What follows belongs to an exercise in optimizing a design on an open flow for small area, a short achievable clock period and few clock cycles; a production flow would make more cautious choices. Power figures rest on the tool's default switching activity, not on a simulated workload.

// tqvp_CORDIC
module tqvp_CORDIC (
    input         clk,
    input         rst_n,
    input  [7:0]  ui_in,
    output [7:0]  uo_out,
    input [5:0]   address,
    input [31:0]  data_in,
    input [1:0]   data_write_n,
    input [1:0]   data_read_n,
    output [31:0] data_out,
    output        data_ready,
    output        user_interrupt
);
For scale: roughly 99 flip-flops, ~12000 um2 of cells after synthesis.
==> module CORDIC, before the edit <==
module CORDIC (
    input             clk,
    input             rst_n,
    input             start,
    input      [1:0]  mode_in,
    input             rot_in,
    input      [4:0]  s,
    input      [15:0] A,
    input      [15:0] B,
    output     [15:0] out1,
    output     [15:0] out2,
    output     [1:0]  status,
    output reg        done
);
    localparam signed [15:0] K_INV_Q = 16'sd9949;
    localparam signed [15:0] K_HYP   = 16'b0100110101001000;
    reg  [1:0] mode;
    reg        rot;
    reg        busy, fin;
    reg  [3:0] cnt;
    reg  [3:0] k;
    reg  signed [15:0] x, y, z;
    wire lin  = (mode == 2'b01);
    wire hyp  = (mode == 2'b10);
    wire circ = (mode == 2'b00);
    wire [3:0] sh = cnt + {3'b0, hyp & (cnt < 4'd4)};
    function [3:0] msb_abs;
        input [15:0] v;
        reg [15:0] u, c;
        reg t;
        integer i;
        begin
            u = v ^ {16{v[15]}};
            t = v[15];
            for (i = 0; i < 16; i = i + 1) begin
                c[i] = u[i] | t;
                t = t & u[i];
            end
            msb_abs = 4'd0;
            for (i = 0; i < 16; i = i + 1)
                if (c[i]) msb_abs = i[3:0];
        end
    endfunction
    wire [3:0] msb_b = msb_abs(B);
    wire [3:0] msb_a = msb_abs(A);
    wire [4:0] k_mul = ({1'b0, msb_b} > s) ? ({1'b0, msb_b} - s) : 5'd0;
    wire [3:0] k_div = (msb_b > msb_a) ? (msb_b - msb_a) : 4'd0;
    wire [3:0] k_new = rot_in ? k_mul[3:0] : k_div;
    wire pre = (cnt == 4'd15);
    wire signed [15:0] x_s = x >>> sh;
    wire signed [15:0] y_s = y >>> (pre ? k : sh);
    wire [15:0] atan_v, atanh_v;
    CORDIC_angles_ROM_comb angles_rom (.which_angle(sh), .angle_out(atan_v));
    CORDIC_atanh_ROM_comb  atanh_rom  (.which_angle(sh), .angle_out(atanh_v));
    wire [3:0] kk  = rot ? 4'd0 : k;
    wire [5:0] e   = {1'b0, s} + {2'b0, kk} - {2'b0, sh};
    wire [15:0] alpha = (({1'b0, sh} <= s) && (e < 6'd16)) ? (16'd1 << e[3:0]) : 16'd0;
    reg  [15:0] dz;
    always @* begin
        case (mode)
            2'b00:   dz = atan_v;
            2'b01:     dz = alpha;
            2'b10: dz = atanh_v;
            default:          dz = 16'd0;
        endcase
    end
    wire sigma = rot ? ~z[15] : y[15];
    wire [15:0] nx, ny, nz;
    CORDIC_iteration iter_stage (
        .x(x), .y(y), .z(z), .x_s(x_s), .y_s(y_s), .delta_z(dz),
        .sigma(sigma), .hold_x(lin | ~(circ | hyp)), .hyp(hyp),
        .next_x(nx), .next_y(ny), .next_z(nz)
    );
    wire last = (cnt == 4'd11);
    always @(posedge clk) begin
        if (!rst_n) begin
            busy <= 1'b0;
            fin  <= 1'b0;
            done <= 1'b0;
        end else begin
            done <= busy & last;
            if (start) begin
                busy <= 1'b1;
                fin  <= 1'b0;
            end else if (busy & last) begin
                busy <= 1'b0;
                fin  <= 1'b1;
            end
        end
    end
    always @(posedge clk) begin
        if (start) begin
            mode <= mode_in;
            rot  <= rot_in;
            k    <= k_new;
            cnt  <= (mode_in == 2'b01) ? 4'd15 : 4'd0;
            case (mode_in)
                2'b00: begin
                    x <= rot_in ? K_INV_Q : A;
                    y <= rot_in ? 16'd0 : B;
                    z <= rot_in ? A : 16'd0;
                end
                2'b01: begin
                    x <= A;
                    y <= B;
                    z <= 16'd0;
                end
                2'b10: begin
                    x <= rot_in ? K_HYP : A;
                    y <= rot_in ? 16'd0 : B;
                    z <= rot_in ? A : 16'd0;
                end
                default: begin
                    x <= 16'd0;
                    y <= 16'd0;
                    z <= 16'd0;
                end
            endcase
        end else if (busy) begin
            cnt <= cnt + 4'd1;
            if (pre) begin
                y <= rot ? 16'd0 : y_s;
                z <= rot ? y_s : 16'd0;
            end else begin
                x <= nx;
                y <= ny;
                z <= nz;
            end
        end
    end
    assign out1   = lin ? (rot ? (y << k) : z) : x;
    assign out2   = (rot ^ lin) ? y : z;
    assign status = {fin, busy};
endmodule
make LEC_CHECK=0 ABC_CLOCK_PERIOD_IN_PS=6000 CAP_MARGIN=20 CORE_MARGIN=2 CORE_UTILIZATION=40 SETUP_SLACK_MARGIN=5 SLEW_MARGIN=20 TNS_END_PERCENT=100 finish   # period 12.0 ns
run.sh (not shown) runs the stock make flow with config.mk's settings and CLKGATE_MAP_FILE= SYNTH_SCRIPT=/design/flow/synth_recipe.tcl, a recipe that flattens the netlist after the stock synthesis.
Edit:
--- a/flow/design.v
+++ b/flow/design.v
@@ -101,14 +101,24 @@
     wire [3:0] msb_b = msb_abs(B);
     wire [3:0] msb_a = msb_abs(A);
     wire [4:0] k_mul = ({1'b0, msb_b} > s) ? ({1'b0, msb_b} - s) : 5'd0;
     wire [3:0] k_div = (msb_b > msb_a) ? (msb_b - msb_a) : 4'd0;
     wire [3:0] k_new = rot_in ? k_mul[3:0] : k_div;
     wire pre = (cnt == 4'd15);
+    function [15:0] rev16;
+        input [15:0] v;
+        integer i;
+        begin
+            for (i = 0; i < 16; i = i + 1) rev16[i] = v[15 - i];
+        end
+    endfunction
     wire signed [15:0] x_s = x >>> sh;
-    wire signed [15:0] y_s = y >>> (pre ? k : sh);
+    wire        [15:0] ysh_in = busy ? y : rev16(y);
+    wire        [3:0]  ysh_amt = (pre | ~busy) ? k : sh;
+    wire        [31:0] ysh_ext = {{16{busy & y[15]}}, ysh_in} >> ysh_amt;
+    wire        [15:0] y_s = ysh_ext[15:0];
     wire [15:0] atan_v, atanh_v;
     CORDIC_angles_ROM_comb angles_rom (.which_angle(sh), .angle_out(atan_v));
     CORDIC_atanh_ROM_comb  atanh_rom  (.which_angle(sh), .angle_out(atanh_v));
     wire [3:0] kk  = rot ? 4'd0 : k;
     wire [5:0] e   = {1'b0, s} + {2'b0, kk} - {2'b0, sh};
     wire [15:0] alpha = (({1'b0, sh} <= s) && (e < 6'd16)) ? (16'd1 << e[3:0]) : 16'd0;
@@ -182,13 +192,13 @@
                 x <= nx;
                 y <= ny;
                 z <= nz;
             end
         end
     end
-    assign out1   = lin ? (rot ? (y << k) : z) : x;
+    assign out1   = lin ? (rot ? rev16(y_s) : z) : x;
     assign out2   = (rot ^ lin) ? y : z;
     assign status = {fin, busy};
 endmodule
 `default_nettype none
 module tqvp_CORDIC (
     input         clk,
The changed run finished with timing, DRC and antenna clean.
Utilization grows by 1.1 points.
Sequential power is about the same.
Wire length grows by about 1.4%.
Setup slack is worse by 0.017 ns.
Critical path depth grows by 24.
Sequential share of layout area barely changes.
Total power grows by 0.82%.
Cell count shrinks by about 4.5%.
No functional check of the RTL was part of any run of this note.

afterwards: timing with drivers on the ports:
No port has a modelled driver above. Below, the same layouts with a new extraction and two added sets of constraints. Step 1: set_driving_cell puts a clkbuf_16 on clk and a buf_2 on each other input, an assumption about the parent block. Step 2, shift: input delay + t, output delay - t, t = (earliest + latest rising clock arrival at the registers) / 2. This alone moves slack from input paths to output paths. Three values: ideal, step 1, step 2; two values: the first two.
run	shift t [ns]	slack for setup (ns)	clock arrival spread, ns	pins driven straight from the clock port
the first run	0.413	5.033 / 5.012 / 5.012	0.010 / 0.010	1
the second run	0.409	5.016 / 5.016 / 5.016	0.012 / 0.011	1
After both steps setup and hold are still met in every run listed. The setup slack of the first run, which loses most, moves by -0.021 ns with the drivers and by -0.021 ns with both steps.
